What follows belongs to an exercise in optimizing a design on an open flow for small area; a production flow would make more cautious choices.
Where RTL was checked, it was by simulation tests only, not by an equivalence proof against the original.
Only the layout flow was run in run 1; the RTL was not checked for function there.
The clock cells of runs 5 to 7 come from the design's own scripts or RTL, not from TritonCTS.
The clock port is modelled as an ideal driver, which makes a skipped or thinned clock tree look cheaper than it is; a real chip needs a root buffer or a tree.
Power figures rest on the tool's default switching activity, not on a simulated workload.

`flow/standard.sh`:
```
#!/bin/bash
# synth_recipe.tcl (not shown) runs the flow's synth.tcl, then flattens the netlist and writes it again
# the make line also repeats each setting of config.mk as NAME=value (left out here)
make -C /OpenROAD-flow-scripts/flow DESIGN_CONFIG=/design/flow/config.mk WORK_HOME=/design/flow/orfs CLKGATE_MAP_FILE= SYNTH_SCRIPT=/design/flow/synth_recipe.tcl "${@:-finish}"
```
`flow/flow/area.abc`:
```
strash; &get -n; &st; &synch2; &dch -f; &put; amap; topo
```
`flow/design.v`:
```
module Top_Circuit(clk, rst, start, start_addr, end_addr, max_diff, busy, scl, sda_out, sda_oe, sda_in);
input clk, rst, start;
input [7:0] start_addr, end_addr;
output [7:0] max_diff;
output reg busy;
output reg scl, sda_out, sda_oe;
input sda_in;
localparam IDLE = 3'd0, PRE = 3'd1, FRM = 3'd2, RX = 3'd3, FIN = 3'd4, STOP = 3'd5;
reg [2:0] ph;
reg [5:0] c;
reg [1:0] fr;
reg wp;
reg [7:0] sr, ia, mn, mx;
reg [7:0] diff, ia_inc;
reg [5:0] c_inc;
reg lte, sr_le_y, cy;
wire [7:0] y = c[1] ? mx : mn;
integer k;
always @* begin
	cy = 1'b1;
	for (k = 0; k < 8; k = k + 1) begin
		diff[k] = mx[k] ^ ~mn[k] ^ cy;
		cy = (mx[k] & ~mn[k]) | (cy & (mx[k] ^ ~mn[k]));
	end
	cy = 1'b1;
	for (k = 0; k < 8; k = k + 1) begin
		ia_inc[k] = ia[k] ^ cy;
		cy = cy & ia[k];
	end
	cy = 1'b1;
	for (k = 0; k < 6; k = k + 1) begin
		c_inc[k] = c[k] ^ cy;
		cy = cy & c[k];
	end
	lte = 1'b1; sr_le_y = ~c[1];
	for (k = 0; k < 8; k = k + 1) begin
		lte = (~ia[k] & end_addr[k]) | (~ia[k] & lte) | (end_addr[k] & lte);
		sr_le_y = (~sr[k] & y[k]) | (~sr[k] & sr_le_y) | (y[k] & sr_le_y);
	end
end
assign max_diff = wp ? diff : 8'd0;
wire [2:0] kb = c[4:2];
reg bitv;
always @* begin
	case (fr)
		2'd1: bitv = wp | sr[7];
		2'd3: bitv = sr[7];
		default: bitv = (kb == 3'd0) || (kb == 3'd2) || (kb == 3'd6) || (kb == 3'd7 && fr[1]);
	endcase
end
reg busy_c;
always @* begin
	scl = 1'b1; sda_oe = 1'b1; sda_out = 1'b1;
	busy_c = 1'b1;
	case (ph)
		IDLE: busy_c = 1'b0;
		PRE: sda_out = (c < 6'd7);
		FRM: begin
			if (!c[5]) begin
				scl = c[1]; sda_out = bitv;
			end else begin
				sda_oe = 1'b0;
				scl = (c == 6'd35) || (c == 6'd36) || (fr == 2'd2 && c == 6'd37);
			end
		end
		RX: begin
			if (c == 6'd28) begin scl = 1'b1; sda_out = 1'b0; end
			else if (c == 6'd29) begin scl = 1'b0; sda_out = 1'b0; end
			else begin scl = 1'b0; sda_oe = 1'b0; end
		end
		FIN: if (c == 6'd18) begin scl = 1'b0; sda_oe = 1'b0; end
		STOP: begin
			case (c)
				6'd0, 6'd4: sda_out = 1'b0;
				6'd2: scl = 1'b0;
				6'd5: busy_c = (fr != 2'd3);
				default: ;
			endcase
		end
		default: ;
	endcase
end
wire rx_shift = (ph == RX) && !c[0] && (c >= 6'd2) && (c <= 6'd16);
wire tx_shift = (ph == FRM) && fr[0] && !c[5] && (c[1:0] == 2'b11);
always @(posedge clk) begin
	busy <= busy_c;
	if (ph == IDLE) wp <= 1'b0;
	else if (ph == FIN && c == 6'd21) wp <= 1'b1;
	if (ph == IDLE) sr <= start_addr;
	else if (ph == FRM && fr == 2'd1 && wp) sr <= diff;
	else if (rx_shift || tx_shift) sr <= {sr[6:0], sda_in};
	if (ph == PRE && c == 6'd0) ia <= start_addr;
	if (ph == IDLE) begin
		mn <= 8'hFF; mx <= 8'h00;
	end else if (ph == RX && c == 6'd17 && lte) begin
		ia <= ia_inc;
		if (sr_le_y) mn <= sr;
	end else if (ph == RX && c == 6'd18 && !sr_le_y) mx <= sr;
	if (rst) begin
		ph <= IDLE;
	end else begin
		c <= c_inc;
		case (ph)
			IDLE: begin
				c <= 6'd0; fr <= 2'd0;
				if (start) ph <= PRE;
			end
			PRE: if (c == 6'd8) begin ph <= FRM; c <= 6'd0; end
			FRM: if (c == 6'd38) begin
				case (fr)
					2'd0: begin c <= 6'd0; fr <= 2'd1; end
					2'd1: if (wp) begin c <= 6'd63; fr <= 2'd3; end
					      else begin ph <= PRE; c <= 6'd6; fr <= 2'd2; end
					2'd2: begin ph <= RX; c <= 6'd1; end
					default: begin ph <= STOP; c <= 6'd0; end
				endcase
			end
			RX: begin
				if (c == 6'd17 && !lte) ph <= FIN;
				if (c == 6'd29) c <= 6'd0;
			end
			FIN: begin
				if (c == 6'd22) begin ph <= STOP; c <= 6'd0; end
			end
			STOP: if (c == 6'd5) begin
				if (fr == 2'd3) c <= 6'd5;
				else begin ph <= PRE; c <= 6'd6; fr <= 2'd0; end
			end
			default: ;
		endcase
	end
end
endmodule
```
`flow/constraint.sdc`:
```
create_clock -name core_clock -period 5.0 [get_ports {clk}]
set_input_delay 1.0000 -clock core_clock [delete_from_list [all_inputs] [get_ports {clk}]]
set_output_delay 1.0000 -clock core_clock [all_outputs]
set_load 0.01 [all_outputs]
```
`flow/flow/synth_area.tcl`:
```
# The standard synthesis (synth_recipe.tcl, sourced unchanged below) with one change:
# abc maps the logic with an area-oriented script (flow/area.abc) instead of ORFS's
# abc_speed/abc_area script. Registers are untouched by abc, so their names and cells stay
# those of the standard synthesis.
proc abc {args} {
  set i [lsearch -exact $args -script]
  if { $i >= 0 } { lset args [expr { $i + 1 }] $::env(AREA_ABC_SCRIPT) }
  yosys abc {*}$args
}
source $::env(FLOW_SYNTH_TCL)
```
`flow/config.mk`:
```
export PLATFORM = sky130hd
export DESIGN_NAME = Top_Circuit
export DESIGN_NICKNAME = Top_Circuit
export VERILOG_FILES = /design/flow/design.v
export SDC_FILE = /design/flow/constraint.sdc
export NUM_CORES = 4
export LEC_CHECK = 0
export CAP_MARGIN = 20
export CORE_MARGIN = 2
export CORE_UTILIZATION = 40
export CTS_BUF_LIST = sky130_fd_sc_hd__clkbuf_4 sky130_fd_sc_hd__clkbuf_8
export CTS_CLUSTER_SIZE = 12
export PLACE_DENSITY = 0.6
export SLEW_MARGIN = 20
```
`flow/flow/run.sh`:
```
#!/bin/bash
# The standard ORFS layout (standard.sh) with changes that only affect which cells are
# chosen: synthesis maps logic with an area-oriented abc script and leaves adders as plain
# gates for abc (no half/full adder cells), and port buffers use the smallest buffer cell.
set -euo pipefail
here=$PWD
export BUFFER_PORTS_ARGS="-buffer_cell sky130_fd_sc_hd__buf_1"
export ADDER_MAP_FILE=
export AREA_ABC_SCRIPT=$here/flow/area.abc
export FLOW_SYNTH_TCL=$here/synth_recipe.tcl
sed "s|SYNTH_SCRIPT=[^ ]*|SYNTH_SCRIPT=$here/flow/synth_area.tcl|" standard.sh > standard_area_synth.sh
bash standard_area_synth.sh synth > synth_flow.log 2>&1
bash standard.sh > standard_flow.log 2>&1
```
==> results of run 1 <==
## sequential cells by signal (all words and copies together), names as in the netlist
name / count
ia: 8
mn: 8
mx: 8
sr: 8
c: 6
ph: 3
fr: 2
busy: 1
wp: 1
## power groups by stage
stage	Combinational [mW]	Clock [mW]	Sequential [mW]
floorplan	0.552	0	0.615
CTS	0.754	0.244	0.644
detailed placement	0.750	0	0.653
finish	0.765	0.239	0.648
global placement	0.747	0	0.653
global route	0.856	0.255	0.660
## through the flow
step           power [mW]  setup WS (ns)  utilization (%)  hold WS [ns]  area [sq um]
6_report             1.65          0.935             47.0         0.492          3020
5_1_grt              1.77          0.570             47.0         0.527          3020
4_1_cts              1.64          0.933             47.0         0.496          3020
3_5_place_dp         1.40           1.15             45.6         0.481          2930
3_3_place_gp         1.40           1.29             45.6         0.474          2930
2_1_floorplan        1.17           1.62                -         0.449          2700
## cell usage in the layout, fill, tap and decap left out, types with 4 or more instances in the layout
cell type   n
clkinv_1   57
nor2_1     56
nand2_1    35
buf_1      31
dfxtp_1    29
o21ai_0    27
a21oi_1    17
nor3_1     16
edfxtp_1   16
o221ai_1   14
o22ai_1    13
o221a_1    10
a31oi_1     8
a211oi_1    7
nor4_1      6
a221o_1     5
clkbuf_8    5
a22oi_1     4
or3_1       4
a221oi_1    4
## logic make-up (layout without fill, tap and decap cells)
group	after synthesis	after routing
DFF	45	45
buffers and inverters	57	98
AOI/OAI and AO/OA	119	119
and+or+nand+nor	132	132
## worst paths after layout
| path | cells after the start | to | from |
|---|---|---|---|
| setup / recovery | 18 | max_diff[7] | mn[0]$_SDFFE_PP1P_ |
| hold / removal | 1 | ia[7]$_DFF_P_ | ia[7]$_DFF_P_ |
| setup reg to reg | 13 | mx[2]$_SDFFE_PP0P_ | c[1]$_DFFE_PN_ |
| hold reg to reg | 1 | ia[7]$_DFF_P_ | ia[7]$_DFF_P_ |
## critical path, stage by stage, from the launching register on
cell      delay [ns]
dfxtp_1         0.32
clkinv_1        0.10
nor2_1          0.25
nand2_1         0.09
o21ai_0         0.13
nand2_1         0.08
o21ai_0         0.13
nand2_1         0.09
o21ai_0         0.14
nand2_1         0.08
o21ai_0         0.13
o21ai_0         0.22
nor2_1          0.18
clkinv_1        0.08
a22oi_1         0.19
nor2_1          0.07
a21oi_1         0.26
nor2_1          0.07
buf_1           0.13
## per-layer routing
metal	vias to the layer above	wire (um)
li1	1404	-
met1	1303	3950
met2	146	3360
met3	11	611
met4	0	108
met5	-	0
## layout make-up
cell class | count | area (sq um) | area share (%)
clock buffers | 6 | 76.3 | 2.53
clock inverters | 2 | 15.0 | 0.498
inverters | 57 | 214 | 7.09
multi-input cells | 251 | 1420 | 47.2
flip-flops and latches | 45 | 1060 | 35.2
well taps | 77 | 96.3 | 3.19
repair buffers | 33 | 131 | 4.35
==> run notes, run 1 <==
status -> no timing/DRC/antenna violations
via count -> 2,864
headroom to the max-slew limit -> 45.4%
first-pass GRT wire length -> 13,100 um
Synth top cells by count -> 57 x clkinv_1, 56 x nor2_1, 35 x nand2_1, 29 x dfxtp_1, 27 x o21ai_0
post-synthesis simple-gate area fraction -> 21.6%
Antenna Nets Post-Route -> 0
syn_nets -> 373
dominant cell type by area after synthesis -> dfxtp_1
Fin Setup TNS -> 0 ns
TritonCTS Buffers -> 5
Clk pwr share -> 14.4%
Fill cells -> 646
cells after synthesis -> 353
Synth Area in Adders -> 0%
RSZ-0062 raised after global routing -> false
layout net count -> 413
Global Route Usage Sum -> 22.5%
Synth area leaders -> dfxtp_1 22%, edfxtp_1 18%, clkinv_1 7.9%
WL/cell -> 17.0 um
most common flop cell mapped by yosys -> dfxtp_1
fin crit period -> 4.07 ns
setup repair bufs after CTS -> 0
largest net degree at the start of global routing -> 21
H-Tree Depth -> 2
pwr dens -> 547 mW/mm^2
grt ovf -> 0
vias per inst -> 6.08
largest fanout on the critical path -> 4
Initial Util -> 42.0%
Post-Place Cells -> 463
Mapped Area -> 0.00270 sq mm
period utilization -> 81.3%
Critical Path AT -> 3.07 ns
M1 GR Usage -> 34.0%
Max Cap Viol -> 0
synth unique cells -> 35
largest family of logic cells by synthesized area -> compound AO/OA/AOI/OAI gates
GP Congestion -> 0.964
clk root buf -> clkbuf_8
TritonCTS clock tree -> yes
number of synthesized flops with an enable pin -> 16
GR Layer Usage met3 -> 2.98%
Setup violations, final -> 0
drt first pass iters -> 5
final hold violations -> 0
total core area -> 0.00642 sq mm
clock latency on the worst-skew pair -> 0.31 ns
Synth Area in XOR/XNOR -> 0%
Int Power -> 0.893 mW
# port buffers -> 31
DRC Markers -> 0
Iter 0 DRT Violations -> 388
clock slew at reported path FFs -> 0.10 ns
share of power burned in registers -> 39.2%
register bit total from synthesis -> 45
CP Launch Type -> register
Crit path required time -> 4.00 ns
register area share after synthesis -> 39.3%
Hold Path Class -> register to register
r2r setup slk -> 1.35 ns
Synth Area in Compound Gates -> 31.2%
critical setup path kind -> register to primary output
Clock Sinks -> 45
Logic pwr share -> 46.3%
Synth warnings -> 1
Crit. End Element -> primary output
Die Wd -> 86.1 um
Chip Height -> 86.1 um
hold_buf cts -> 0
maximum clock rate -> 0.246 GHz
post-synthesis mux area share -> 0%
Total Wirelength -> 8030 um
io pins -> 32
measured slew at the worst slew-check pin -> 0.816 ns
Post-Layout Cell Count -> 471
antenna diode instance count -> 0
post-CTS resize count -> 0
asr flop ratio synth -> 0%
syn_area_per_cell -> 7.65 sq um
Die Area -> 0.00742 sq mm
Slew Viols, Final -> 0
P&R area growth vs syn -> 11.8%
switch share -> 46.0%
Top Usage Layer GRT -> met1
initial antenna violation count -> 0
met2 Resource Use GR -> 33.1%
count leader, synth -> clkinv_1
LEAKAGE -> 1.03 nW
Peak VDD IR -> 0.243 mV
area share of the largest cell type after synthesis -> 21.5%
Site Rows -> 29
Sw Pwr -> 0.759 mW
vias in the first global route -> 2,588
Worst Clk Skew -> 0.0160 ns
proportion of layout cells with a drive suffix above 1 -> 2.54%
CTS Buffer Depth -> 2
dpl hpwl -> 6140 um
==> inputs of run 2 (changes only) <==
==> flow/design.v (replaced) <==
module Top_Circuit(clk, rst, start, start_addr, end_addr, max_diff, busy, scl, sda_out, sda_oe, sda_in);
input clk, rst, start;
input [7:0] start_addr, end_addr;
output [7:0] max_diff;
output reg busy;
output reg scl, sda_out, sda_oe;
input sda_in;
localparam IDLE = 3'd0,   
           F0 = 3'd1,     
           F1 = 3'd2,     
           F23 = 3'd3,    
           RX = 3'd4,     
           STOP = 3'd5,   
           STOPF = 3'd6;  
reg [2:0] sg;
reg [5:0] c;
reg wp;                   
reg [7:0] sr, ia, mn, mx;
reg [7:0] diff, ia_inc;
reg [5:0] c_inc;
reg lte, sr_le_y, cy;
wire [7:0] y = c[1] ? mx : mn;
integer k;
always @* begin
	cy = 1'b1;
	for (k = 0; k < 8; k = k + 1) begin
		diff[k] = mx[k] ^ ~mn[k] ^ cy;
		cy = (mx[k] & ~mn[k]) | (cy & (mx[k] ^ ~mn[k]));
	end
	cy = 1'b1;
	for (k = 0; k < 8; k = k + 1) begin
		ia_inc[k] = ia[k] ^ cy;
		cy = cy & ia[k];
	end
	cy = 1'b1;
	for (k = 0; k < 6; k = k + 1) begin
		c_inc[k] = c[k] ^ cy;
		cy = cy & c[k];
	end
	lte = 1'b1; sr_le_y = ~c[1];
	for (k = 0; k < 8; k = k + 1) begin
		lte = (~ia[k] & end_addr[k]) | (~ia[k] & lte) | (end_addr[k] & lte);
		sr_le_y = (~sr[k] & y[k]) | (~sr[k] & sr_le_y) | (y[k] & sr_le_y);
	end
end
assign max_diff = wp ? diff : 8'd0;
wire [2:0] kb = c[4:2];
wire devbit = (kb == 3'd0) || (kb == 3'd2) || (kb == 3'd6) || (kb == 3'd7 && sg == F23);
reg busy_c;
always @* begin
	scl = 1'b1; sda_oe = 1'b1; sda_out = 1'b1;
	busy_c = 1'b1;
	case (sg)
		IDLE: busy_c = 1'b0;
		F0, F1, F23: begin
			if (!c[5]) begin
				scl = c[1];
				sda_out = (sg == F1) ? (wp | sr[7]) : (sg == F23 && wp) ? sr[7] : devbit;
			end else if (c[4]) begin
				sda_out = (c < 6'd62);
			end else begin
				sda_oe = 1'b0;
				scl = (c == 6'd35) || (c == 6'd36) || (sg == F23 && !wp && c == 6'd37);
			end
		end
		RX: begin
			if (c[5]) begin
				if (c == 6'd50) begin scl = 1'b0; sda_oe = 1'b0; end
			end else if (c == 6'd28) begin scl = 1'b1; sda_out = 1'b0; end
			else if (c == 6'd29) begin scl = 1'b0; sda_out = 1'b0; end
			else begin scl = 1'b0; sda_oe = 1'b0; end
		end
		default: begin
			case (c)
				6'd0, 6'd4: sda_out = 1'b0;
				6'd2: scl = 1'b0;
				6'd5: busy_c = (sg != STOPF);
				default: ;
			endcase
		end
	endcase
end
wire rx_shift = (sg == RX) && !c[5] && !c[0] && (c >= 6'd2) && (c <= 6'd16);
wire tx_shift = ((sg == F1 && !wp) || (sg == F23 && wp)) && !c[5] && (c[1:0] == 2'b11);
always @(posedge clk) begin
	busy <= busy_c;
	if (sg == IDLE) wp <= 1'b0;
	else if (sg == RX && c == 6'd53) wp <= 1'b1;
	if (sg == IDLE) sr <= start_addr;
	else if (sg == F1 && wp) sr <= diff;
	else if (rx_shift || tx_shift) sr <= {sr[6:0], sda_in};
	if (sg == F0 && c == 6'd55) ia <= start_addr;
	if (sg == IDLE) begin
		mn <= 8'hFF; mx <= 8'h00;
	end else if (sg == RX && c == 6'd17 && lte) begin
		ia <= ia_inc;
		if (sr_le_y) mn <= sr;
	end else if (sg == RX && c == 6'd18 && !sr_le_y) mx <= sr;
	if (rst) begin
		sg <= IDLE;
	end else begin
		c <= c_inc;
		case (sg)
			IDLE: begin
				c <= 6'd55;
				if (start) sg <= F0;
			end
			F0: if (c == 6'd38) begin sg <= F1; c <= 6'd0; end
			F1: if (!wp && c == 6'd38) begin sg <= F23; c <= 6'd61; end
			    else if (wp && c == 6'd39) begin sg <= F23; c <= 6'd0; end
			F23: if (c == 6'd38) begin
				if (wp) begin sg <= STOPF; c <= 6'd0; end
				else begin sg <= RX; c <= 6'd1; end
			end
			RX: begin
				if (c == 6'd17 && !lte) c <= 6'd50;
				if (c == 6'd29) c <= 6'd0;
				if (c == 6'd54) begin sg <= STOP; c <= 6'd0; end
			end
			STOP: if (c == 6'd5) begin sg <= F0; c <= 6'd61; end
			STOPF: if (c == 6'd5) c <= 6'd5;
			default: ;
		endcase
	end
end
endmodule
==> flow/flow/area.abc (replaced) <==
strash; ifraig; scorr; dc2; dc2; dch -f; amap; strash; &get -n; &st; &synch2; &put; dch -f; amap; strash; dch -f; amap; topo
--- a/flow/config.mk
+++ b/flow/config.mk
@@ -8,7 +8,5 @@
 export CAP_MARGIN = 20
 export CORE_MARGIN = 2
 export CORE_UTILIZATION = 40
-export CTS_BUF_LIST = sky130_fd_sc_hd__clkbuf_4 sky130_fd_sc_hd__clkbuf_8
-export CTS_CLUSTER_SIZE = 12
 export PLACE_DENSITY = 0.6
 export SLEW_MARGIN = 20
==> run 2 against run 1 <==
  * Via count up 0.77%
  * Critical path depth down 1
  * Wire length up 0.93%
  * Clock skew down 0.0097 ns
  * Clock power down 2%
  * Global-route usage up 0.36 points
==> run notes, run 2 <==
layout net count -> 433
Site Rows -> 29
R2R depth -> 17
pwr dens -> 555 mW/mm^2
WL/cell -> 16.5 um
count leader, synth -> nor2_1
Clock Sinks -> 43
Die Area -> 0.00729 sq mm
Setup violations, final -> 0
status -> no timing/DRC/antenna violations
P&R area growth vs syn -> 12.1%
DRC Markers -> 0
first-pass GRT wire length -> 13,300 um
Synth top cells by count -> 78 x nor2_1, 60 x clkinv_1, 34 x a21oi_1, 29 x dfxtp_1, 27 x nand2_1
Worst Clk Skew -> 0.00631 ns
setup repair bufs after CTS -> 0
register area share after synthesis -> 37.8%
Chip Height -> 85.4 um
Peak VDD IR -> 0.252 mV
io pins -> 32
period utilization -> 79.3%
final hold violations -> 0
# port buffers -> 31
Slowest cell on crit path -> edfxtp_1
register bit total from synthesis -> 43
vias in the first global route -> 2,668
worst-path cell chain -> clkinv_1, o22ai_1, nand2_1, o211ai_1, o21ai_0, o21ai_0, a222oi_1, nor2_1, a21oi_1, a211oi_1, nor2_1, o21a_1, a21oi_1, clkinv_1, nor4_1, clkinv_1, o221ai_1
most common flop cell mapped by yosys -> dfxtp_1
via count -> 2,886
CP startpoint -> c[1]$_DFFE_PN_
Initial Util -> 41.5%
clock slew at reported path FFs -> 0.09 ns
Final Util -> 46.5%
syn_nets -> 393
H-Tree Depth -> 2
pre-CTS setup slack -> 1.18 ns
cell mode on critical path -> clkinv_1
CTS Buffer Depth -> 2
initial antenna violation count -> 0
Critical Path AT -> 4.18 ns
number of synthesized flops with an enable pin -> 14
r2r setup slk -> 1.04 ns
post-CTS resize count -> 0
Crit. End Element -> register
Int Power -> 0.862 mW
Synth warnings -> 1
syn_area_per_cell -> 7.10 sq um
most common cell after layout, fill and taps aside -> nor2_1
dominant cell type by area after synthesis -> dfxtp_1
placed cell areas -> 0.00288 sq mm
Post-Place Cells -> 483
Fin Setup TNS -> 0 ns
r2r endpoint -> mn[5]$_SDFFE_PP1P_
measured slew at the worst slew-check pin -> 0.821 ns
switch share -> 47.7%
fin crit period -> 3.96 ns
Total Wirelength -> 8110 um
area share of the largest cell type after synthesis -> 21.9%
maximum clock rate -> 0.252 GHz
Die Wd -> 85.4 um
Logic pwr share -> 46.6%
TritonCTS Buffers -> 5
CP peak stage delay -> 0.69 ns
Antenna Nets Post-Route -> 0
Slew Viols, Final -> 0
GP Congestion -> 0.915
grt ovf -> 0
RR Startpoint -> c[1]$_DFFE_PN_
dpl hpwl -> 6160 um
CP Capture Point -> mn[5]$_SDFFE_PP1P_
total core area -> 0.00639 sq mm
Mapped Area -> 0.00265 sq mm
headroom to the max-slew limit -> 45.1%
share of power burned in registers -> 39.1%
Max Cap Viol -> 0
RSZ-0062 raised after global routing -> false
LEAKAGE -> 0.958 nW
synth unique cells -> 34
asr flop ratio synth -> 0%
Global Route Usage Sum -> 22.9%
proportion of layout cells with a drive suffix above 1 -> 2.42%
largest fanout on the critical path -> 16
TritonCTS clock tree -> yes
Clk pwr share -> 14.2%
hold_buf cts -> 0
drt first pass iters -> 5
Iter 0 DRT Violations -> 174
clk root buf -> clkbuf_8
largest net degree at the start of global routing -> 18
Hold Path Class -> register to register
antenna diode instance count -> 0
most frequent cells in the layout -> 78 x nor2_1, 60 x clkinv_1, 34 x a21oi_1, 31 x buf_1, 29 x dfxtp_1
Post-Layout Cell Count -> 491
clock latency on the worst-skew pair -> 0.31 ns
CP Launch Type -> register
vias per inst -> 5.88
cells after synthesis -> 373
post-route cell area -> 0.00297 sq mm
Synth area leaders -> dfxtp_1 22%, edfxtp_1 16%, nor2_1 11%
slack of the critical path -> 1.04 ns
Crit path required time -> 5.22 ns
critical setup path kind -> register to register
Sw Pwr -> 0.786 mW
[run 2: cell count changes after synthesis, sizes merged, moves of 6 or more]
cell | previous run | this run
nand2 | 35 | 27
o221ai | 14 | 7
a221oi | 4 | 10
a21oi | 17 | 34
nor2 | 56 | 78
o221a | 10 | 0
[run 2: worst max-delay path, delay by kind of cell (launching register included)]
family	cells	cell delay [ns]
compound gates	10	1.50
buf+inv	3	0.83
flops	1	0.69
simple gates	4	0.86
[run 2: layout make-up]
cell class,count,area (sq um)
multi-input cells,270,1420
clock inverters,3,25.0
well taps,77,96.3
clock buffers,5,68.8
flip-flops and latches,43,1000
inverters,60,225
repair buffers,33,131
fillers,693,3420
[run 2: metrics by stage]
stage,hold slack [ns],total power [mW]
floorplan,0.458,1.16
global placement,0.492,1.40
global route,0.546,1.78
CTS,0.511,1.64
finish,0.512,1.65
detailed placement,0.498,1.40
[run 2: per-layer routing]
layer | GRT usage, % | vias up | routed length [um]
met1 | 31.9 | 1340 | 3720
met2 | 35.8 | 90 | 3750
met4 | 8.23 | 0 | 203
met3 | 3.70 | 16 | 434
li1 | - | 1440 | -
met5 | 0 | - | 0
[run 2: cells by family (layout without fill, tap and decap cells)]
family / count (synthesis) / after routing / share of synthesized area (%)
flops: 43 / 43 / 37.8
compound gates: 127 / 127 / 31.1
buf+inv: 60 / 101 / 8.50
simple gates: 143 / 143 / 22.6
[run 2: worst min path at each step]
stage | startpoint | end | slack, ns | cells past startpoint
floorplan | mx[0]$_SDFFE_PP0P_ | mx[0]$_SDFFE_PP0P_ | 0.46 | 2
CTS | mx[0]$_SDFFE_PP0P_ | mx[0]$_SDFFE_PP0P_ | 0.51 | 2
global route | mx[0]$_SDFFE_PP0P_ | mx[0]$_SDFFE_PP0P_ | 0.55 | 2
detailed placement | mx[0]$_SDFFE_PP0P_ | mx[0]$_SDFFE_PP0P_ | 0.50 | 2
finish | mx[0]$_SDFFE_PP0P_ | mx[0]$_SDFFE_PP0P_ | 0.51 | 2
global placement | mx[0]$_SDFFE_PP0P_ | mx[0]$_SDFFE_PP0P_ | 0.49 | 2
[run 2: power by group through the flow]
| stage | sequential (mW) | clock [mW] | combinational [mW] |
|---|---|---|---|
| after floorplan | 0.604 | 0 | 0.558 |
| after global placement | 0.645 | 0 | 0.752 |
| after detailed placement | 0.648 | 0 | 0.750 |
| after CTS | 0.640 | 0.242 | 0.755 |
| after global routing | 0.664 | 0.254 | 0.865 |
| final | 0.645 | 0.234 | 0.769 |
==> inputs of run 3 (changes only) <==
--- a/flow/config.mk
+++ b/flow/config.mk
@@ -7,6 +7,6 @@
 export LEC_CHECK = 0
 export CAP_MARGIN = 20
 export CORE_MARGIN = 2
-export CORE_UTILIZATION = 40
-export PLACE_DENSITY = 0.6
+export CORE_UTILIZATION = 65
+export PLACE_DENSITY = 0.8
 export SLEW_MARGIN = 20
==> run 3 against run 2 <==
  * Still clean
  * Register-to-register slack better by 0.02 ns
  * Global-route usage is 12 points higher
  * Clock power is 22% higher
  * Maximum frequency is 0.61% higher
  * Non-clock buffer count stayed put
  * Sequential share of layout area is 0.17 points higher
  * Worst setup slack better by 0.024 ns
  * Sequential cell count stayed put
  * Synthesized cell count stayed put
  * Total power is 3.1% higher
  * Largest cell class unchanged
  * Largest power group unchanged
  * Highest routed layer unchanged
==> run notes, run 3 <==
Int Power -> 0.911 mW
vias per inst -> 6.59
r2r endpoint -> mn[4]$_SDFFE_PP1P_
Hold Crit Start -> ia[3]$_DFF_P_
RR Startpoint -> c[1]$_DFFE_PN_
Synth area leaders -> dfxtp_1 22%, edfxtp_1 16%, nor2_1 11%
Fin Setup TNS -> 0 ns
via count -> 3,059
syn_area_per_cell -> 7.10 sq um
period utilization -> 78.8%
proportion of layout cells with a drive suffix above 1 -> 2.42%
Clock Sinks -> 43
count leader, synth -> nor2_1
Initial Util -> 66.7%
LEAKAGE -> 0.972 nW
Max Cap Viol -> 0
register bit total from synthesis -> 43
post-CTS resize count -> 0
Iter 0 DRT Violations -> 673
measured slew at the worst slew-check pin -> 0.800 ns
placed cell areas -> 0.00284 sq mm
Total Wirelength -> 7820 um
cells after synthesis -> 373
Multi-input gate area -> 0.00142 sq mm
WL/cell -> 16.9 um
share of power burned in registers -> 37.8%
Die Wd -> 67.8 um
syn_nets -> 393
critical setup path kind -> register to register
final hold violations -> 0
drt first pass iters -> 6
Synth top cells by count -> 78 x nor2_1, 60 x clkinv_1, 34 x a21oi_1, 29 x dfxtp_1, 27 x nand2_1
r2r setup slk -> 1.06 ns
Top Usage Layer GRT -> met2
asr flop ratio synth -> 0%
Setup violations, final -> 0
grt ovf -> 0
Register Area -> 0.00100 sq mm
Global Route Usage Sum -> 34.8%
headroom to the max-slew limit -> 46.3%
area share of the largest cell type after synthesis -> 21.9%
status -> no timing/DRC/antenna violations
hold-critical path depth -> 2
fin crit period -> 3.94 ns
met2 Resource Use GR -> 50.6%
io pins -> 32
Clk pwr share -> 16.8%
Synth warnings -> 1
largest net degree at the start of global routing -> 18
# port buffers -> 31
Crit. End Element -> register
clock slew at reported path FFs -> 0.09 ns
R2R depth -> 17
M1 GR Usage -> 48.1%
clk root buf -> clkbuf_8
synth unique cells -> 34
dominant cell type by area after synthesis -> dfxtp_1
DRC Markers -> 0
RSZ-0062 raised after global routing -> false
Fill cells -> 329
post-route cell area -> 0.00296 sq mm
initial antenna violation count -> 0
vias in the first global route -> 2,511
register area share after synthesis -> 37.8%
CP Launch Type -> register
layout net count -> 433
Die Area -> 0.00460 sq mm
TritonCTS clock tree -> yes
CTS Buffer Depth -> 2
Site Rows -> 23
Chip Height -> 67.8 um
CP startpoint -> c[1]$_DFFE_PN_
Worst Clk Skew -> 0.0104 ns
TritonCTS Buffers -> 5
most common flop cell mapped by yosys -> dfxtp_1
maximum clock rate -> 0.254 GHz
GR Layer Usage met3 -> 11.2%
Mapped Area -> 0.00265 sq mm
Sw Pwr -> 0.789 mW
setup repair bufs after CTS -> 0
Antenna Nets Post-Route -> 0
hold_buf cts -> 0
dpl hpwl -> 5680 um
most common cell after layout, fill and taps aside -> nor2_1
first-pass GRT wire length -> 11,900 um
Peak VDD IR -> 0.362 mV
Hold Crit Endpoint -> ia[3]$_DFF_P_
clock latency on the worst-skew pair -> 0.32 ns
Slew Viols, Final -> 0
total core area -> 0.00397 sq mm
P&R area growth vs syn -> 11.6%
H-Tree Depth -> 2
switch share -> 46.4%
antenna diode instance count -> 0
number of synthesized flops with an enable pin -> 14
most frequent cells in the layout -> 78 x nor2_1, 60 x clkinv_1, 34 x a21oi_1, 31 x buf_1, 29 x dfxtp_1
Logic pwr share -> 45.5%
Critical Path AT -> 4.16 ns
pwr dens -> 575 mW/mm^2
GP Congestion -> 0.993
largest fanout on the critical path -> 16
Hold Path Class -> register to register
Crit path required time -> 5.22 ns
==> run 3: cell counts after synthesis <==
Identical to the previous run, type by type.
==> run 3: per-stage QoR <==
stage | instances | util [%] | worst slack [ns] | hold WS (ns) | power [mW]
after detailed placement | 456 | 71.6 | 1.24 | 0.493 | 1.38
after CTS | 464 | 74.4 | 1.20 | 0.514 | 1.66
after global routing | 464 | 74.4 | 0.772 | 0.540 | 1.79
after global placement | 456 | 71.6 | 1.34 | 0.481 | 1.38
after floorplan | 373 | - | 1.47 | 0.458 | 1.16
final | 464 | 74.4 | 1.06 | 0.517 | 1.70
==> run 3: per-layer routing <==
layer	part of all wire, %	routed length [um]	up-vias
li1	-	-	1436
met3	11	847	42
met4	3.8	296	0
met1	43	3340	1381
met5	0	0	-
met2	43	3340	200
==> run 3: critical path, stage by stage, from the launching register on <==
cell and delay, ns:
edfxtp_1 0.67, clkinv_1 0.42, o22ai_1 0.30, nand2_1 0.08, o211ai_1 0.08, o21ai_0 0.10
o21ai_0 0.20, a222oi_1 0.10, nor2_1 0.10, a21oi_1 0.04, a211oi_1 0.21, nor2_1 0.07
o21a_1 0.10, a21oi_1 0.17, clkinv_1 0.13, nor4_1 0.60, clkinv_1 0.26, o221ai_1 0.22
==> run 3: logic make-up after synthesis <==
| group | after synthesis | share of synthesized area (%) |
|---|---|---|
| DFF | 43 | 37.8 |
| AOI/OAI and AO/OA | 127 | 31.1 |
| and+or+nand+nor | 143 | 22.6 |
| buffers and inverters | 60 | 8.50 |
==> run 3: area by class of cell <==
| type | instances | share of cell area, % |
|---|---|---|
| clock buffers | 5 | 2.33 |
| inverters | 60 | 7.62 |
| clock inverters | 3 | 1.48 |
| flip-flops and latches | 43 | 33.9 |
| well taps | 50 | 2.12 |
| repair buffers | 33 | 4.45 |
| multi-input cells | 270 | 48.1 |
==> run 3: power by group through the flow <==
| stage | registers, mW | clock network [mW] | logic, mW |
|---|---|---|---|
| floorplan | 0.604 | 0 | 0.558 |
| global placement | 0.639 | 0 | 0.739 |
| detailed placement | 0.641 | 0 | 0.742 |
| CTS | 0.633 | 0.279 | 0.749 |
| global route | 0.655 | 0.291 | 0.849 |
| finish | 0.642 | 0.285 | 0.773 |
==> run 3: how the worst max path moves through the flow <==
stage / to / cells past startpoint / slack, ns
after floorplan: mx[6]$_SDFFE_PP0P_ / 16 / 1.47
after global placement: mn[7]$_SDFFE_PP1P_ / 18 / 1.34
after detailed placement: mn[4]$_SDFFE_PP1P_ / 17 / 1.24
after CTS: mn[4]$_SDFFE_PP1P_ / 17 / 1.20
after global routing: mn[5]$_SDFFE_PP1P_ / 17 / 0.77
final: mn[4]$_SDFFE_PP1P_ / 17 / 1.06
==> inputs of run 4 (changes only) <==
==> flow/flow/area.abc (replaced) <==
strash; dc2; dc2; dch -f; amap; strash; dc2; dch -f; amap; strash; dc2; dch -f; amap; topo
--- a/flow/config.mk
+++ b/flow/config.mk
@@ -7,6 +7,6 @@
 export LEC_CHECK = 0
 export CAP_MARGIN = 20
 export CORE_MARGIN = 2
-export CORE_UTILIZATION = 65
-export PLACE_DENSITY = 0.8
+export CORE_UTILIZATION = 40
+export PLACE_DENSITY = 0.6
 export SLEW_MARGIN = 20
==> run 4 against run 3 <==
  * Total power barely moved
  * Clock power shrank 15%
  * Wire length fell by 7.5%
==> run notes, run 4 <==
Synth top cells by count -> 55 x nor2_1, 54 x clkinv_1, 35 x nand2_1, 34 x o21ai_0, 29 x dfxtp_1
dominant cell type by area after synthesis -> dfxtp_1
register bit total from synthesis -> 43
final hold violations -> 0
Initial Util -> 41.0%
hold_buf cts -> 0
initial antenna violation count -> 0
drt first pass iters -> 6
hold-critical path depth -> 1
count leader, synth -> nor2_1
asr flop ratio synth -> 0%
synth unique cells -> 33
largest net degree at the start of global routing -> 17
CTS Buffer Depth -> 2
layout net count -> 404
Fin Setup TNS -> 0 ns
LEAKAGE -> 0.956 nW
setup repair bufs after CTS -> 0
Crit. End Element -> primary output
vias per inst -> 6.00
period utilization -> 75.1%
Post-Layout Cell Count -> 462
P&R area growth vs syn -> 13.2%
pre-CTS setup slack -> 1.61 ns
syn_area_per_cell -> 7.57 sq um
area share of the largest cell type after synthesis -> 22.4%
clock latency on the worst-skew pair -> 0.30 ns
clk root buf -> clkbuf_8
first-pass GRT wire length -> 12,400 um
Peak VDD IR -> 0.273 mV
antenna diode instance count -> 0
number of synthesized flops with an enable pin -> 14
pwr dens -> 581 mW/mm^2
Mapped Area -> 0.00259 sq mm
Max Cap Viol -> 0
Slew Viols, Final -> 0
Setup violations, final -> 0
via count -> 2,771
slack of the critical path -> 1.24 ns
Hold Path Class -> register to register
Total Wirelength -> 7230 um
Logic pwr share -> 48.8%
grt ovf -> 0
most frequent cells in the layout -> 55 x nor2_1, 54 x clkinv_1, 35 x nand2_1, 34 x o21ai_0, 31 x buf_1
Post-Place Cells -> 454
fin crit period -> 3.76 ns
Iter 0 DRT Violations -> 257
WL/cell -> 15.7 um
Sw Pwr -> 0.786 mW
most common flop cell mapped by yosys -> dfxtp_1
TritonCTS clock tree -> yes
Clock Sinks -> 43
Antenna Nets Post-Route -> 0
Global Route Usage Sum -> 21.3%
Crit path required time -> 4.00 ns
cells after synthesis -> 342
measured slew at the worst slew-check pin -> 1.05 ns
clock slew at reported path FFs -> 0.09 ns
Die Area -> 0.00713 sq mm
syn_nets -> 362
R2R depth -> 13
largest fanout on the critical path -> 3
RSZ-0062 raised after global routing -> false
io pins -> 32
# port buffers -> 31
critical setup path kind -> register to primary output
headroom to the max-slew limit -> 29.2%
dpl hpwl -> 5540 um
status -> no timing/DRC/antenna violations
proportion of layout cells with a drive suffix above 1 -> 3.12%
DRC Markers -> 0
most common cell after layout, fill and taps aside -> nor2_1
TritonCTS Buffers -> 5
Final Util -> 46.4%
register area share after synthesis -> 38.7%
total core area -> 0.00631 sq mm
Clk pwr share -> 14.3%
CP Launch Type -> register
Int Power -> 0.914 mW
H-Tree Depth -> 2
vias in the first global route -> 2,570
Critical Path AT -> 2.76 ns
Chip Height -> 84.4 um
Die Wd -> 84.4 um
Synth warnings -> 1
switch share -> 46.2%
GP Congestion -> 0.953
Synth area leaders -> dfxtp_1 22%, edfxtp_1 16%, nor2_1 8.0%
maximum clock rate -> 0.266 GHz
Worst Clk Skew -> 0.00552 ns
share of power burned in registers -> 36.9%
Site Rows -> 29
post-CTS resize count -> 0
-- run 4: cell types whose count changed after synthesis, moves of 5 or more --
cell      change
nor2_1       -23
o21ai_0      +10
a22oi_1      +14
nand3_1       -5
a21oi_1      -24
a221oi_1      +5
clkinv_1      -6
nand2_1       +8
nor3_1       -15
-- run 4: stage by stage --
step                area [sq um]  hold WS [ns]  power (mW)
detailed placement          2830         0.482        1.44
CTS                         2930         0.503        1.68
global route                2930         0.522        1.84
floorplan                   2590         0.443        1.21
global placement            2830         0.465        1.44
finish                      2930         0.497        1.70
-- run 4: power by group through the flow --
| stage | combinational [mW] | clock (mW) | sequential [mW] |
|---|---|---|---|
| after floorplan | 0.613 | 0 | 0.599 |
| after global placement | 0.814 | 0 | 0.628 |
| after detailed placement | 0.811 | 0 | 0.630 |
| after CTS | 0.816 | 0.246 | 0.622 |
| after global routing | 0.937 | 0.266 | 0.641 |
| final | 0.830 | 0.243 | 0.627 |
-- run 4: logic make-up (layout without fill, tap and decap cells) --
| logic type | Yosys count | in the layout | synth area share, % |
|---|---|---|---|
| DFF | 43 | 43 | 38.7 |
| AOI/OAI and AO/OA | 136 | 136 | 36.1 |
| and+or+nand+nor | 109 | 109 | 17.4 |
| buffers and inverters | 54 | 97 | 7.83 |
-- run 4: cell type report --
class | instances | area [sq um]
clock buffer | 6 | 82.6
clock inverter | 2 | 15.0
fill | 676 | 3390
inverter | 54 | 203
multi-input combinational | 245 | 1380
sequential | 43 | 1000
tap | 77 | 96.3
timing repair buffer | 35 | 146
-- run 4: worst paths after layout --
kind	startpoint	end	slack, ns
hold / removal	ia[0]$_DFF_P_	ia[0]$_DFF_P_	0.50
hold reg to reg	ia[0]$_DFF_P_	ia[0]$_DFF_P_	0.50
setup / recovery	mx[1]$_SDFFE_PP0P_	max_diff[7]	1.24
setup reg to reg	c[1]$_DFFE_PN_	mn[7]$_SDFFE_PP1P_	1.65
-- run 4: critical path, cell delays in order (launching register included) --
cell,delay (ns)
dfxtp_1,0.38
clkinv_1,0.12
a22oi_1,0.20
nand2_1,0.08
o21ai_0,0.11
nand2_1,0.09
o21ai_0,0.11
nand2_1,0.09
o21ai_0,0.11
nand2_1,0.09
o21ai_0,0.10
nand2_1,0.09
o21ai_0,0.11
nand2_1,0.09
o21ai_0,0.11
nor2_1,0.08
a21oi_1,0.27
nor2_1,0.08
buf_1,0.13
-- run 4: routing by layer --
| layer | global-route usage, % | vias to the layer above | wire (um) |
|---|---|---|---|
| li1 | - | 1379 | - |
| met4 | 6.64 | 0 | 108 |
| met3 | 4.62 | 11 | 502 |
| met1 | 30.4 | 1264 | 3540 |
| met5 | 0 | - | 0 |
| met2 | 32.3 | 117 | 3080 |
==> inputs of run 5 (changes only) <==
==> flow/flow/run.sh (replaced) <==
#!/bin/bash
# The standard ORFS layout (standard.sh) with changes that only affect which cells are
# chosen and how the clock is distributed:
#  - synthesis maps logic with an area-oriented abc script (flow/area.abc) and leaves adders
#    as plain gates for abc (no half/full adder cells); registers are untouched;
#  - port buffers use the smallest buffer cell;
#  - the clock port drives three leaf clock buffers, one per register cluster
#    (flow/manual_cts.tcl), instead of a root buffer and four leaves.
set -euo pipefail
here=$PWD
export BUFFER_PORTS_ARGS="-buffer_cell sky130_fd_sc_hd__buf_1"
export ADDER_MAP_FILE=
export AREA_ABC_SCRIPT=$here/flow/area.abc
export FLOW_SYNTH_TCL=$here/synth_recipe.tcl
export PRE_CTS_TCL=$here/flow/manual_cts.tcl
export MANUAL_CLK_K=3
export MANUAL_CLKBUF=sky130_fd_sc_hd__clkbuf_8
sed "s|SYNTH_SCRIPT=[^ ]*|SYNTH_SCRIPT=$here/flow/synth_area.tcl|" standard.sh > standard_area_synth.sh
bash standard_area_synth.sh synth > synth_flow.log 2>&1
bash standard.sh > standard_flow.log 2>&1
==> flow/flow/manual_clk.tcl (new file) <==
# Clock distribution for a small design (run before CTS, see manual_cts.tcl): the clock port
# drives K leaf clock buffers (K <= 4), each driving one cluster of clock sinks; clusters by
# k-means on the sink locations, each buffer placed at its cluster's centre.
set block [ord::get_db_block]
set clknet [[$block findBTerm clk] getNet]
set master [[ord::get_db] findMaster $::env(MANUAL_CLKBUF)]
set K $::env(MANUAL_CLK_K)
set its {}
foreach it [$clknet getITerms] {
  set bb [[$it getInst] getBBox]
  lappend its [list $it [expr {([$bb xMin] + [$bb xMax]) / 2.0}] [expr {([$bb yMin] + [$bb yMax]) / 2.0}]]
}
set its [lsort -real -index 1 $its]
set n [llength $its]
# initial centers: spread along x
set cs {}
for {set k 0} {$k < $K} {incr k} {
  set e [lindex $its [expr {int(($k + 0.5) * $n / $K)}]]
  lappend cs [list [lindex $e 1] [lindex $e 2]]
}
for {set iter 0} {$iter < 50} {incr iter} {
  set asg {}
  foreach e $its {
    set best 0; set bd 1e30
    for {set k 0} {$k < $K} {incr k} {
      set c [lindex $cs $k]
      set d [expr {abs([lindex $e 1] - [lindex $c 0]) + abs([lindex $e 2] - [lindex $c 1])}]
      if {$d < $bd} { set bd $d; set best $k }
    }
    lappend asg $best
  }
  set ncs {}
  for {set k 0} {$k < $K} {incr k} {
    set sx 0; set sy 0; set m 0
    foreach e $its a $asg { if {$a == $k} { set sx [expr {$sx + [lindex $e 1]}]; set sy [expr {$sy + [lindex $e 2]}]; incr m } }
    if {$m > 0} { lappend ncs [list [expr {$sx / $m}] [expr {$sy / $m}]] } else { lappend ncs [lindex $cs $k] }
  }
  set cs $ncs
}
for {set k 0} {$k < $K} {incr k} {
  set inst [odb::dbInst_create $block $master clkbuf_leaf_$k]
  set net [odb::dbNet_create $block clknet_leaf_$k]
  $net setSigType CLOCK
  [$inst findITerm A] connect $clknet
  [$inst findITerm X] connect $net
  set m 0
  foreach e $its a $asg { if {$a == $k} { set it [lindex $e 0]; $it disconnect; $it connect $net; incr m } }
  set c [lindex $cs $k]
  $inst setLocation [expr {int([lindex $c 0])}] [expr {int([lindex $c 1])}]
  $inst setPlacementStatus PLACED
  puts "clock leaf $k: $::env(MANUAL_CLKBUF) drives $m sinks"
}
==> flow/flow/manual_cts.tcl (new file) <==
# PRE_CTS_TCL hook: the design has only a few dozen registers, so instead of TritonCTS's
# H-tree (a root buffer and four leaf buffers) the clock port drives a few leaf buffers
# directly, one per cluster of registers. The rest of ORFS's cts step (legalisation, timing
# repair) runs as usual.
source [file join [file dirname [info script]] manual_clk.tcl]
set_propagated_clock [all_clocks]
proc clock_tree_synthesis { args } {
  puts "clock tree: built by flow/manual_clk.tcl, TritonCTS not run"
}
==> run 5 against run 4 <==
  * Final cell count shrank 1.1%
  * Via count is 1.4% lower
  * First-iteration DRC count is 14% lower
  * Synthesized cell count stayed put
==> run notes, run 5 <==
status -> no timing/DRC/antenna violations
WL/cell -> 15.8 um
share of power burned in registers -> 39.1%
P&R area growth vs syn -> 11.0%
Total Wirelength -> 7220 um
number of synthesized flops with an enable pin -> 14
Chip Height -> 84.4 um
Worst Clk Skew -> 0.00723 ns
dominant cell type by area after synthesis -> dfxtp_1
syn_nets -> 362
most frequent cells in the layout -> 55 x nor2_1, 54 x clkinv_1, 35 x nand2_1, 34 x o21ai_0, 31 x buf_1
Setup violations, final -> 0
hold-critical path depth -> 1
measured slew at the worst slew-check pin -> 1.10 ns
r2r setup slk -> 1.66 ns
syn_area_per_cell -> 7.57 sq um
Die Wd -> 84.4 um
CP Launch Type -> register
clock latency on the worst-skew pair -> 0.16 ns
Logic pwr share -> 51.8%
synth unique cells -> 33
cells after synthesis -> 342
fin crit period -> 3.60 ns
drt first pass iters -> 5
vias in the first global route -> 2,527
Critical Path AT -> 2.60 ns
Int Power -> 0.856 mW
Max Cap Viol -> 0
proportion of layout cells with a drive suffix above 1 -> 1.84%
grt ovf -> 0
count leader, synth -> nor2_1
clock slew at reported path FFs -> 0.10 ns
Iter 0 DRT Violations -> 221
switch share -> 46.6%
Crit. End Element -> primary output
hold_ws -> 0.499 ns
largest fanout on the critical path -> 3
Synth area leaders -> dfxtp_1 22%, edfxtp_1 16%, nor2_1 8.0%
dpl hpwl -> 5540 um
Fin Setup TNS -> 0 ns
DRC Markers -> 0
most common flop cell mapped by yosys -> dfxtp_1
asr flop ratio synth -> 0%
Die Area -> 0.00713 sq mm
Synth warnings -> 1
GP Congestion -> 0.953
hold_buf cts -> 0
via count -> 2,732
initial antenna violation count -> 0
Peak VDD IR -> 0.309 mV
antenna diode instance count -> 0
first-pass GRT wire length -> 12,300 um
maximum clock rate -> 0.277 GHz
Hold Path Class -> register to register
RSZ-0062 raised after global routing -> false
total core area -> 0.00631 sq mm
Sw Pwr -> 0.749 mW
pwr dens -> 559 mW/mm^2
setup repair bufs after CTS -> 0
Hold Crit Endpoint -> ia[0]$_DFF_P_
Hold Crit Start -> ia[0]$_DFF_P_
Initial Util -> 41.0%
register bit total from synthesis -> 43
headroom to the max-slew limit -> 25.9%
period utilization -> 72.1%
LEAKAGE -> 0.926 nW
Site Rows -> 29
largest net degree at the start of global routing -> 17
Global Route Usage Sum -> 20.3%
Mapped Area -> 0.00259 sq mm
critical setup path kind -> register to primary output
post-CTS resize count -> 0
Antenna Nets Post-Route -> 0
most common cell after layout, fill and taps aside -> nor2_1
register area share after synthesis -> 38.7%
vias per inst -> 5.98
area share of the largest cell type after synthesis -> 22.4%
r2r endpoint -> mn[7]$_SDFFE_PP1P_
Synth top cells by count -> 55 x nor2_1, 54 x clkinv_1, 35 x nand2_1, 34 x o21ai_0, 29 x dfxtp_1
Fill cells -> 680
final hold violations -> 0
Crit path required time -> 4.00 ns
Clk pwr share -> 9.1%
io pins -> 32
Slew Viols, Final -> 0
RR Startpoint -> c[1]$_DFFE_PN_
R2R depth -> 13
layout net count -> 402
# port buffers -> 31
run 5: cell counts after synthesis:
No cell type changed its count.
run 5: layout make-up:
class	instances	area [sq um]	share of cell area, %
tap	77	96.3	3.36
buffer	3	41.3	1.44
inverter	54	203	7.06
timing repair buffer	35	146	5.10
sequential	43	1000	34.9
multi-input combinational	245	1380	48.2
run 5: kinds of logic (layout without fill, tap and decap cells):
group / after synthesis / in the layout / share of synthesized area [%]
AO/OA/AOI/OAI: 136 / 136 / 36.1
buffers and inverters: 54 / 92 / 7.83
flip-flops: 43 / 43 / 38.7
AND/OR/NAND/NOR: 109 / 109 / 17.4
run 5: metrics by stage:
step | setup slack (ns) | area, sq um | cells | power (mW) | util [%]
5_1_grt | 0.910 | 2870 | 457 | 1.75 | 45.5
3_3_place_gp | 1.63 | 2830 | 454 | 1.44 | 44.8
2_1_floorplan | 1.68 | 2590 | 342 | 1.21 | -
4_1_cts | 1.40 | 2870 | 457 | 1.58 | 45.5
3_5_place_dp | 1.61 | 2830 | 454 | 1.44 | 44.8
6_report | 1.40 | 2870 | 457 | 1.61 | 45.5
run 5: layer usage:
metal / up-vias / wire [um] / GRT usage, %
li1: 1367 / - / -
met1: 1254 / 3510 / 30.3
met4: 0 / 64 / 2.02
met5: - / 0 / 0
met3: 7 / 520 / 2.75
met2: 104 / 3120 / 32.5
run 5: worst max-delay path by stage:
stage	slack, ns	start	cells past startpoint	endpoint
global placement	1.63	mx[1]$_SDFFE_PP0P_	18	max_diff[7]
finish	1.40	mx[1]$_SDFFE_PP0P_	18	max_diff[7]
detailed placement	1.61	mn[1]$_SDFFE_PP1P_	18	max_diff[7]
CTS	1.40	mx[1]$_SDFFE_PP0P_	18	max_diff[7]
global route	0.91	mx[1]$_SDFFE_PP0P_	18	max_diff[7]
floorplan	1.68	c[1]$_DFFE_PN_	12	mx[7]$_SDFFE_PP0P_
run 5: power by group through the flow:
stage | logic, mW | clock network (mW) | registers, mW
after floorplan | 0.613 | 0 | 0.599
after global placement | 0.814 | 0 | 0.628
after detailed placement | 0.811 | 0 | 0.630
after CTS | 0.815 | 0.149 | 0.621
after global routing | 0.937 | 0.168 | 0.641
final | 0.831 | 0.147 | 0.627
run 5: critical path: stages, from the launching register on:
cell and delay (ns):
dfxtp_1 0.38, clkinv_1 0.12, a22oi_1 0.20, nand2_1 0.08, o21ai_0 0.11, nand2_1 0.09
o21ai_0 0.11, nand2_1 0.09, o21ai_0 0.11, nand2_1 0.09, o21ai_0 0.10, nand2_1 0.09
o21ai_0 0.11, nand2_1 0.09, o21ai_0 0.11, nor2_1 0.08, a21oi_1 0.28, nor2_1 0.07
buf_1 0.13
==> inputs of run 6 (changes only) <==
--- a/flow/config.mk
+++ b/flow/config.mk
@@ -8,5 +8,6 @@
 export CAP_MARGIN = 20
 export CORE_MARGIN = 2
 export CORE_UTILIZATION = 40
+export GPL_TIMING_DRIVEN = 0
 export PLACE_DENSITY = 0.6
 export SLEW_MARGIN = 20
==> run 6 against run 5 <==
  * Critical path depth down 8
  * Sequential cell count unchanged
  * Global-route usage fell by 0.93 points
  * First-iteration DRC count down 20%
  * Hold slack got worse by 0.016 ns
  * Worst setup slack got worse by 0.019 ns
  * Clock skew increased by 0.041 ns
  * Largest cell class unchanged
==> run notes, run 6 <==
Final Util -> 45.4%
post-CTS resize count -> 0
Antenna Nets Post-Route -> 0
Setup violations, final -> 0
number of synthesized flops with an enable pin -> 14
Max Cap Viol -> 0
final hold violations -> 0
setup repair bufs after CTS -> 0
r2r setup slk -> 1.38 ns
WL met1 -> 3470 um
grt ovf -> 0
syn_area_per_cell -> 7.57 sq um
Site Rows -> 29
largest family of logic cells by synthesized area -> compound AO/OA/AOI/OAI gates
most common flop cell mapped by yosys -> dfxtp_1
Register Area -> 0.00100 sq mm
Fill cells -> 689
r2r endpoint -> ia[1]$_DFF_P_
clock slew at reported path FFs -> 0.09 ns
Peak VDD IR -> 0.243 mV
cells after synthesis -> 342
Iter 0 DRT Violations -> 176
hold-critical path depth -> 1
Worst Clk Skew -> 0.0480 ns
Initial Util -> 41.0%
CP Launch Type -> register
pwr dens -> 553 mW/mm^2
WL/cell -> 15.2 um
Synth top cells by count -> 55 x nor2_1, 54 x clkinv_1, 35 x nand2_1, 34 x o21ai_0, 29 x dfxtp_1
highest routed layer -> met4
dpl hpwl -> 5430 um
Slew Viols, Final -> 0
vias in the first global route -> 2,357
slack of the critical path -> 1.38 ns
proportion of layout cells with a drive suffix above 1 -> 2.12%
Global Route Usage Sum -> 19.4%
layout net count -> 400
syn_nets -> 362
status -> no timing/DRC/antenna violations
met3 WL -> 339 um
Synth warnings -> 1
io pins -> 32
Critical Path AT -> 3.68 ns
Mapped Area -> 0.00259 sq mm
Die Wd -> 84.4 um
Chip Height -> 84.4 um
post-synthesis simple-gate area fraction -> 17.4%
RSZ-0062 raised after global routing -> false
via count -> 2,619
period utilization -> 72.5%
first-pass GRT wire length -> 11,700 um
post-synthesis mux area share -> 0%
pre-CTS setup slack -> 1.41 ns
synth unique cells -> 33
area share of the largest cell type after synthesis -> 22.4%
Total Wirelength -> 6910 um
vias per inst -> 5.76
asr flop ratio synth -> 0%
Hold Crit Start -> ia[0]$_DFF_P_
total core area -> 0.00631 sq mm
CP startpoint -> c[1]$_DFFE_PN_
clock latency on the worst-skew pair -> 0.18 ns
Synth Area in XOR/XNOR -> 0%
largest net degree at the start of global routing -> 21
P&R area growth vs syn -> 10.8%
critical setup path kind -> register to register
dominant cell type by area after synthesis -> dfxtp_1
Fin Setup TNS -> 0 ns
count leader, synth -> nor2_1
LEAKAGE -> 0.916 nW
GP Congestion -> 0.905
antenna diode instance count -> 0
Crit path required time -> 5.05 ns
Hold Crit Endpoint -> ia[0]$_DFF_P_
Crit. End Element -> register
Multi-input gate area -> 0.00140 sq mm
headroom to the max-slew limit -> 44.2%
routed wire length on met2 -> 3040 um
Synth area leaders -> dfxtp_1 22%, edfxtp_1 16%, nor2_1 8.0%
DRC Markers -> 0
# port buffers -> 31
register bit total from synthesis -> 43
fin crit period -> 3.62 ns
hold_ws -> 0.483 ns
largest fanout on the critical path -> 14
most frequent cells in the layout -> 54 x clkinv_1, 54 x nor2_1, 35 x nand2_1, 33 x o21ai_0, 31 x buf_1
Synth Area in Adders -> 0%
measured slew at the worst slew-check pin -> 0.831 ns
hold_buf cts -> 0
Die Area -> 0.00713 sq mm
Hold Path Class -> register to register
RR Startpoint -> c[1]$_DFFE_PN_
drt first pass iters -> 4
register area share after synthesis -> 38.7%
maximum clock rate -> 0.276 GHz
R2R depth -> 10
Synth Area in Compound Gates -> 36.1%
initial antenna violation count -> 0
[run 6: cell types whose count changed in the layout (fill, tap and decap cells not counted), sizes merged]
cell | previous run | this run
buf | 35 | 33
[run 6: how the worst max path moves through the flow]
| stage | to | slack, ns | depth (start not counted) |
|---|---|---|---|
| after global placement | mx[0]$_SDFFE_PP0P_ | 0.39 | 12 |
| after global routing | max_diff[7] | 0.88 | 18 |
| after CTS | max_diff[7] | 1.37 | 18 |
| final | ia[1]$_DFF_P_ | 1.38 | 10 |
| after detailed placement | ia[1]$_DFF_P_ | 1.41 | 10 |
| after floorplan | mx[7]$_SDFFE_PP0P_ | 1.68 | 12 |
[run 6: per-stage QoR]
step / total power, mW / instances / instance area [sq um]
after floorplan: 1.21 / 342 / 2590
after global placement: 1.43 / 450 / 2800
after detailed placement: 1.43 / 452 / 2820
after CTS: 1.58 / 455 / 2860
after global routing: 1.74 / 455 / 2870
final: 1.59 / 455 / 2870
[run 6: final cells by class]
cell class	count	share of cell area, %
Multi-Input combinational cell	245	48.8
Tap cell	77	3.36
Sequential cell	43	34.9
Inverter	54	7.07
Buffer	3	1.44
Timing Repair Buffer	33	4.41
[run 6: routing by layer]
| layer | GRT usage [%] | vias up |
|---|---|---|
| li1 | - | 1363 |
| met1 | 30.4 | 1188 |
| met2 | 30.7 | 63 |
| met3 | 1.18 | 5 |
| met4 | 1.30 | 0 |
| met5 | 0 | - |
[run 6: worst max-delay path: stages, from the launching register on]
cell and delay (ns):
edfxtp_1 0.65, clkinv_1 0.46, nor2_1 0.26, clkinv_1 0.17
nor2_1 0.25, nand2_1 0.13, nor4_2 0.71, clkinv_1 0.47
nor2_1 0.20, a21oi_1 0.06, o22a_1 0.19
[run 6: cell families after synthesis]
logic type,count (synthesis)
AO/OA/AOI/OAI,136
buffers and inverters,54
flip-flops,43
AND/OR/NAND/NOR,109
[run 6: report_power, final]
| part | switching, mW | internal [mW] |
|---|---|---|
| clock | 0.0915 | 0.0555 |
| sequential | 0.113 | 0.511 |
| combinational | 0.531 | 0.284 |
| total | 0.735 | 0.850 |
==> inputs of run 7 (changes only) <==
--- a/flow/config.mk
+++ b/flow/config.mk
@@ -5,9 +5,9 @@
 export SDC_FILE = /design/flow/constraint.sdc
 export NUM_CORES = 4
 export LEC_CHECK = 0
-export CAP_MARGIN = 20
+export CAP_MARGIN = 0
 export CORE_MARGIN = 2
 export CORE_UTILIZATION = 40
 export GPL_TIMING_DRIVEN = 0
 export PLACE_DENSITY = 0.6
-export SLEW_MARGIN = 20
+export SLEW_MARGIN = 0
==> run 7 against run 6 <==
  * Sequential cell count unchanged
  * Via count up 1.3%
  * Hold slack improved by 0.0082 ns
  * Critical path type unchanged
  * Largest cell class unchanged
  * Highest routed layer unchanged
==> run notes, run 7 <==
status -> no timing/DRC/antenna violations
CP Launch Type -> register
Synth Area in Compound Gates -> 36.1%
Crit path required time -> 5.00 ns
RR Startpoint -> c[1]$_DFFE_PN_
most frequent cells in the layout -> 55 x nor2_1, 54 x clkinv_1, 35 x nand2_1, 34 x o21ai_0, 31 x buf_1
initial antenna violation count -> 0
Synth Area in Adders -> 0%
met3 WL -> 330 um
dominant cell type by area after synthesis -> dfxtp_1
Global Route Usage Sum -> 19.8%
Setup violations, final -> 0
syn_nets -> 362
io pins -> 32
critical setup path kind -> register to register
synth unique cells -> 33
maximum clock rate -> 0.247 GHz
Crit. End Element -> register
post-synthesis simple-gate area fraction -> 17.4%
# port buffers -> 31
LEAKAGE -> 0.905 nW
antenna diode instance count -> 0
layout net count -> 398
grt ovf -> 0
drt first pass iters -> 5
placed cell areas -> 0.00281 sq mm
number of synthesized flops with an enable pin -> 14
syn_area_per_cell -> 7.57 sq um
R2R depth -> 9
highest routed layer -> met4
Hold Crit Start -> ia[0]$_DFF_P_
r2r endpoint -> ia[2]$_DFF_P_
Synth top cells by count -> 55 x nor2_1, 54 x clkinv_1, 35 x nand2_1, 34 x o21ai_0, 29 x dfxtp_1
period utilization -> 81.0%
headroom to the max-slew limit -> 15.1%
register bit total from synthesis -> 43
largest fanout on the critical path -> 14
Site Rows -> 29
Chip Height -> 84.4 um
register area share after synthesis -> 38.7%
WL met1 -> 3400 um
most common cell after layout, fill and taps aside -> nor2_1
post-CTS resize count -> 0
most common flop cell mapped by yosys -> dfxtp_1
setup repair bufs after CTS -> 0
area share of the largest cell type after synthesis -> 22.4%
post-route cell area -> 0.00285 sq mm
largest family of logic cells by synthesized area -> compound AO/OA/AOI/OAI gates
Critical Path AT -> 4.05 ns
Hold Crit Endpoint -> ia[0]$_DFF_P_
DRC Markers -> 0
Fin Setup TNS -> 0 ns
WL/cell -> 15.2 um
Die Wd -> 84.4 um
fin crit period -> 4.05 ns
Hold Path Class -> register to register
Mapped Area -> 0.00259 sq mm
Synth area leaders -> dfxtp_1 22%, edfxtp_1 16%, nor2_1 8.0%
Synth warnings -> 1
vias in the first global route -> 2,431
routed wire length on met2 -> 3090 um
Total Wirelength -> 6890 um
post-synthesis mux area share -> 0%
P&R area growth vs syn -> 10.1%
Max Cap Viol -> 0
cells after synthesis -> 342
Antenna Nets Post-Route -> 0
pwr dens -> 555 mW/mm^2
first-pass GRT wire length -> 12,000 um
final hold violations -> 0
Iter 0 DRT Violations -> 202
Synth Area in XOR/XNOR -> 0%
r2r setup slk -> 0.95 ns
Slew Viols, Final -> 0
hold_buf cts -> 0
GP Congestion -> 0.905
Die Area -> 0.00713 sq mm
Initial Util -> 41.0%
clock latency on the worst-skew pair -> 0.15 ns
dpl hpwl -> 5380 um
largest net degree at the start of global routing -> 17
measured slew at the worst slew-check pin -> 1.26 ns
count leader, synth -> nor2_1
vias per inst -> 5.85
Worst Clk Skew -> 0.00152 ns
hold-critical path depth -> 1
via count -> 2,652
RSZ-0062 raised after global routing -> false
asr flop ratio synth -> 0%
Peak VDD IR -> 0.268 mV
clock slew at reported path FFs -> 0.09 ns
total core area -> 0.00631 sq mm
proportion of layout cells with a drive suffix above 1 -> 1.06%
run 7: layout make-up:
class | instances | area (sq um)
Inverter | 54 | 203
Tap cell | 77 | 96.3
Multi-Input combinational cell | 245 | 1390
Fill cell | 664 | 3470
Sequential cell | 43 | 1000
Buffer | 3 | 41.3
Timing Repair Buffer | 31 | 116
run 7: cell families (layout without fill, tap and decap cells):
logic type	after synthesis	in the layout
AO/OA/AOI/OAI	136	136
AND/OR/NAND/NOR	109	109
flip-flops	43	43
buffers and inverters	54	88
run 7: critical path: stages (launching register included):
cell      delay, ns
edfxtp_1       0.66
clkinv_1       0.45
nor2_1         0.27
clkinv_1       0.16
nor2_1         0.24
nand2_1        0.12
nor4_1         1.02
clkinv_1       0.56
a22oi_1        0.31
o22ai_1        0.10
run 7: per-stage QoR:
| step | cells | total power [mW] | setup slack (ns) | util, % | hold WS (ns) |
|---|---|---|---|---|---|
| finish | 453 | 1.58 | 0.949 | 45.1 | 0.491 |
| global route | 453 | 1.73 | 0.570 | 45.1 | 0.543 |
| CTS | 453 | 1.58 | 0.912 | 45.1 | 0.487 |
| detailed placement | 450 | 1.43 | 0.945 | 44.5 | 0.463 |
| global placement | 450 | 1.43 | 0.390 | 44.4 | 0.455 |
| floorplan | 342 | 1.21 | 1.68 | - | 0.443 |
run 7: how the worst max path moves through the flow:
| stage | from | endpoint | slack, ns |
|---|---|---|---|
| after floorplan | c[1]$_DFFE_PN_ | mx[7]$_SDFFE_PP0P_ | 1.68 |
| after global placement | c[1]$_DFFE_PN_ | mx[0]$_SDFFE_PP0P_ | 0.39 |
| after detailed placement | c[1]$_DFFE_PN_ | ia[2]$_DFF_P_ | 0.94 |
| after CTS | c[1]$_DFFE_PN_ | ia[2]$_DFF_P_ | 0.91 |
| after global routing | c[1]$_DFFE_PN_ | mx[5]$_SDFFE_PP0P_ | 0.57 |
| final | c[1]$_DFFE_PN_ | ia[2]$_DFF_P_ | 0.95 |
run 7: per-layer routing:
| metal | vias to the layer above | track usage [%] |
|---|---|---|
| met5 | - | 0 |
| met4 | 0 | 1.73 |
| met3 | 4 | 0.885 |
| met2 | 72 | 32.0 |
| met1 | 1212 | 30.6 |
| li1 | 1364 | - |
run 7: report_power, final:
group	switching, mW	internal, mW
Combinational	0.525	0.282
Sequential	0.114	0.511
Clock	0.0922	0.0556

==> what the ideal ports hide <==
Ports are ideal in the flow. The routed layouts listed here were re-timed in OpenROAD. Step 1 assumes that a clkbuf_16 drives the clock port and a buf_2 every other input. Step 2 adds t to the input delays and takes it off the output delays; t is the mean of the earliest and latest rising clock arrival at the registers after step 1. Input paths then give back, and output paths get back, about the clock's delay inside the block. Three values: ideal, step 1, step 2; two values: the first two.
run | t, ns | setup slack, ns | worst setup path at the end | clock arrival spread, ns | cell pins on the clock port's net
run 1 | 0.331 | 0.935 / 0.904 / 1.151 | input to register | 0.016 / 0.016 | 1
run 2 | 0.333 | 1.036 / 1.036 / 1.036 | register to register | 0.006 / 0.006 | 1
run 3 | 0.337 | 1.060 / 1.060 / 1.060 | register to register | 0.010 / 0.011 | 1
run 4 | 0.325 | 1.245 / 1.216 / 1.541 | register to output | 0.006 / 0.005 | 1
run 5 | 0.205 | 1.395 / 1.342 / 1.547 | register to output | 0.008 / 0.008 | 3
run 6 | 0.202 | 1.376 / 1.333 / 1.376 | register to register | 0.048 / 0.048 | 3
run 7 | 0.201 | 0.949 / 0.950 / 0.950 | register to register | 0.001 / 0.002 | 3
After both steps every run listed still meets setup and hold.
